Context: an optimization exercise on an open-source flow, tuned for a short achievable clock period and few clock cycles per item. The choices shown serve that exercise and are no tape-out recipe. RTL that was checked went through simulation tests only; none was proved equivalent to the original.

rev 12:
==> module mm_gcd, before the edit <==
module mm_gcd (
    clock,
    reset,
    a,
    b,
    c,
    start,
    finished
);
input clock;
input reset;
input [31:0] a;
input [31:0] b;
output [31:0] c;
input start;
output finished;
reg [32:0] u;      
reg [32:0] v;      
reg [4:0] k;
reg fin;
reg fix;
wire [31:0] mag = u[32] ? {~u[31:1], 1'b1} : u[31:0];
assign finished = fin;
assign c = mag << k;
function [4:0] ctz32;
    input [31:0] x;
    integer i;
    begin
        ctz32 = 5'd0;
        for (i = 31; i >= 0; i = i - 1)
            if (x[i]) ctz32 = i;
    end
endfunction
function [5:0] ctz33;
    input [32:0] x;
    integer i;
    begin
        ctz33 = 6'd0;
        for (i = 32; i >= 0; i = i - 1)
            if (x[i]) ctz33 = i;
    end
endfunction
function [42:0] step;
    input [32:0] l;
    input [32:0] s;
    reg [34:0] le, y, z, r, need;
    reg [2:0] t;
    reg more, unit;
    integer i;
    begin
        le = {{2{l[32]}}, l};
        y = {{2{s[32]}}, s};
        if (l[1] == s[1])
            y = ~y ^ 35'd1;                 
        z = le ^ y ^ ((le | y) << 1);
        more = (z[9:2] == 8'd0);
        t = 3'd7;
        for (i = 8; i >= 2; i = i - 1)
            if (z[i]) t = i - 2;
        unit = 1'b0;
        for (i = 2; i < 10; i = i + 1) begin
            need = ((le & y) | ((le | y) & ~(35'd1 << i))) << 1;
            if (t == i - 2 && (le ^ y ^ (35'd1 << i)) == need) unit = 1'b1;
            need = ((le & y) | ((le | y) & ~(-(35'd1 << i)))) << 1;
            if (t == i - 2 && (le ^ y ^ (-(35'd1 << i))) == need) unit = 1'b1;
        end
        r = le + y;
        step = {r[34:2], t, more, unit};
    end
endfunction
wire [4:0] za = ctz32(a);
wire [4:0] zb = ctz32(b);
wire [31:0] ao = a >> za;
wire [31:0] bo = b >> zb;
wire a_zero = (a == 32'd0);
wire b_zero = (b == 32'd0);
wire a_pow2 = ((a & (a - 32'd1)) == 32'd0);
wire b_pow2 = ((b & (b - 32'd1)) == 32'd0);
wire [33:0] sum_uv = {u[32], u} + {v[32], v};
wire [33:0] dif_uv = {u[32], u} - {v[32], v};
wire gt = (sum_uv[33] == dif_uv[33]);           
wire eq = (u == v) || (u[32:1] == ~v[32:1]);   
wire [32:0] ru, rv;
wire [2:0] tu, tv;
wire mu, mv, nu, nv;
assign {ru, tu, mu, nu} = step(u, v);
assign {rv, tv, mv, nv} = step(v, u);
wire [32:0] wu = $signed(ru) >>> tu;
wire [32:0] wv = $signed(rv) >>> tv;
wire ou = nu && !mu;
wire ov = nv && !mv;
wire [5:0] zu = ctz33(u);
wire [32:0] uf = $signed(u) >>> zu;
always @(posedge clock) begin
    if (reset == 0) begin
        fin <= 1'b1;
        fix <= 1'b0;
    end
    else if (start) begin
        fix <= 1'b0;
        if (a_zero || b_zero) begin
            fin <= 1'b1;
            u <= {1'b0, a | b};
            k <= 5'd0;
        end
        else begin
            k <= (za < zb) ? za : zb;
            u <= (a_pow2 || b_pow2) ? 33'd1 : {1'b0, ao};
            v <= {1'b0, bo};
            fin <= a_pow2 || b_pow2 || (a == b);
        end
    end
    else if (!fin) begin
        if (fix) begin
            fix <= 1'b0;
            if (u == 33'd0) begin
                u <= v;
                fin <= 1'b1;
            end
            else begin
                u <= uf;
                fin <= (uf == 33'd1) || (uf == {33{1'b1}});
            end
        end
        else if (eq) begin
            fin <= 1'b1;
        end
        else if (gt) begin
            u <= wu;
            fin <= ou && !mu;
            fix <= mu;
        end
        else begin
            u <= wv;
            v <= u;
            fin <= ov && !mv;
            fix <= mv;
        end
    end
end
endmodule
Settings: LEC_CHECK=0, CAP_MARGIN=20, CORE_MARGIN=2, CORE_UTILIZATION=40, SETUP_SLACK_MARGIN=0.3, SLEW_MARGIN=20, TNS_END_PERCENT=100; clock period 5.0 ns.
run.sh (not shown) runs the stock make flow with config.mk's settings and CLKGATE_MAP_FILE= SYNTH_SCRIPT=/design/flow/synth_recipe.tcl, a recipe that flattens the netlist after the stock synthesis.
Here is what was changed in the inputs of rev 13 compared with rev 12.
--- a/flow/design.v
+++ b/flow/design.v
@@ -87,10 +87,13 @@
 assign {ru, tu, mu, nu} = step(u, v);
 assign {rv, tv, mv, nv} = step(v, u);
-wire [32:0] wu = $signed(ru) >>> tu;
-wire [32:0] wv = $signed(rv) >>> tv;
+wire [39:0] wux = {{7{ru[32]}}, ru} >> tu;      
+wire [32:0] wu = wux[32:0];
+wire [39:0] wvx = {{7{rv[32]}}, rv} >> tv;
+wire [32:0] wv = wvx[32:0];
 wire ou = nu && !mu;
 wire ov = nv && !mv;
 wire [5:0] zu = ctz33(u);
-wire [32:0] uf = $signed(u) >>> zu;
+wire [65:0] ufx = {{33{u[32]}}, u} >> zu;
+wire [32:0] uf = ufx[32:0];                    
 always @(posedge clock) begin
     if (reset == 0) begin
Findings:
- In the reports for rev 13 and rev 12, the larger largest fanout of any net on the critical path belongs to rev 12.
- Comparing transition at the pin with the smallest max-transition slack for rev 13 and rev 12, the bigger number came from rev 12.
- The floorplan die height of rev 12 and that of rev 13 are within noise of each other.
- Rev 13 and rev 12 ended up with nearly the same multi-input logic area.
Testbench counts of rev 13, summed over its fixed seeds: cycles 28,447, items 2,400.
No functional check of the RTL was part of rev 12.

re-timing with driven ports:
No port has a modelled driver above. Below, the same layouts with a new extraction and two added sets of constraints. Step 1 assumes that a clkbuf_16 drives the clock port and a buf_2 every other input. Step 2, shift: input delay + t, output delay - t, t = (earliest + latest rising clock arrival at the registers) / 2. This alone moves slack from input paths to output paths. Slacks: ideal ports / drivers / drivers and shift; pairs: ideal ports / drivers.
| run | t, ns | setup slack, ns | clock arrival spread, ns | worst register clock-pin slew, ns |
|---|---|---|---|---|
| rev 12 | 0.406 | 0.129 / 0.129 / 0.033 | 0.010 / 0.010 | 0.07 / 0.07 |
| rev 13 | 0.441 | 0.178 / 0.178 / -0.006 | 0.017 / 0.017 | 0.08 / 0.08 |
Met with ideal ports but missed after step 2: setup timing in rev 13. For rev 13, which loses most, drivers alone change the setup slack by 0.000 ns; drivers and shift together by -0.184 ns.
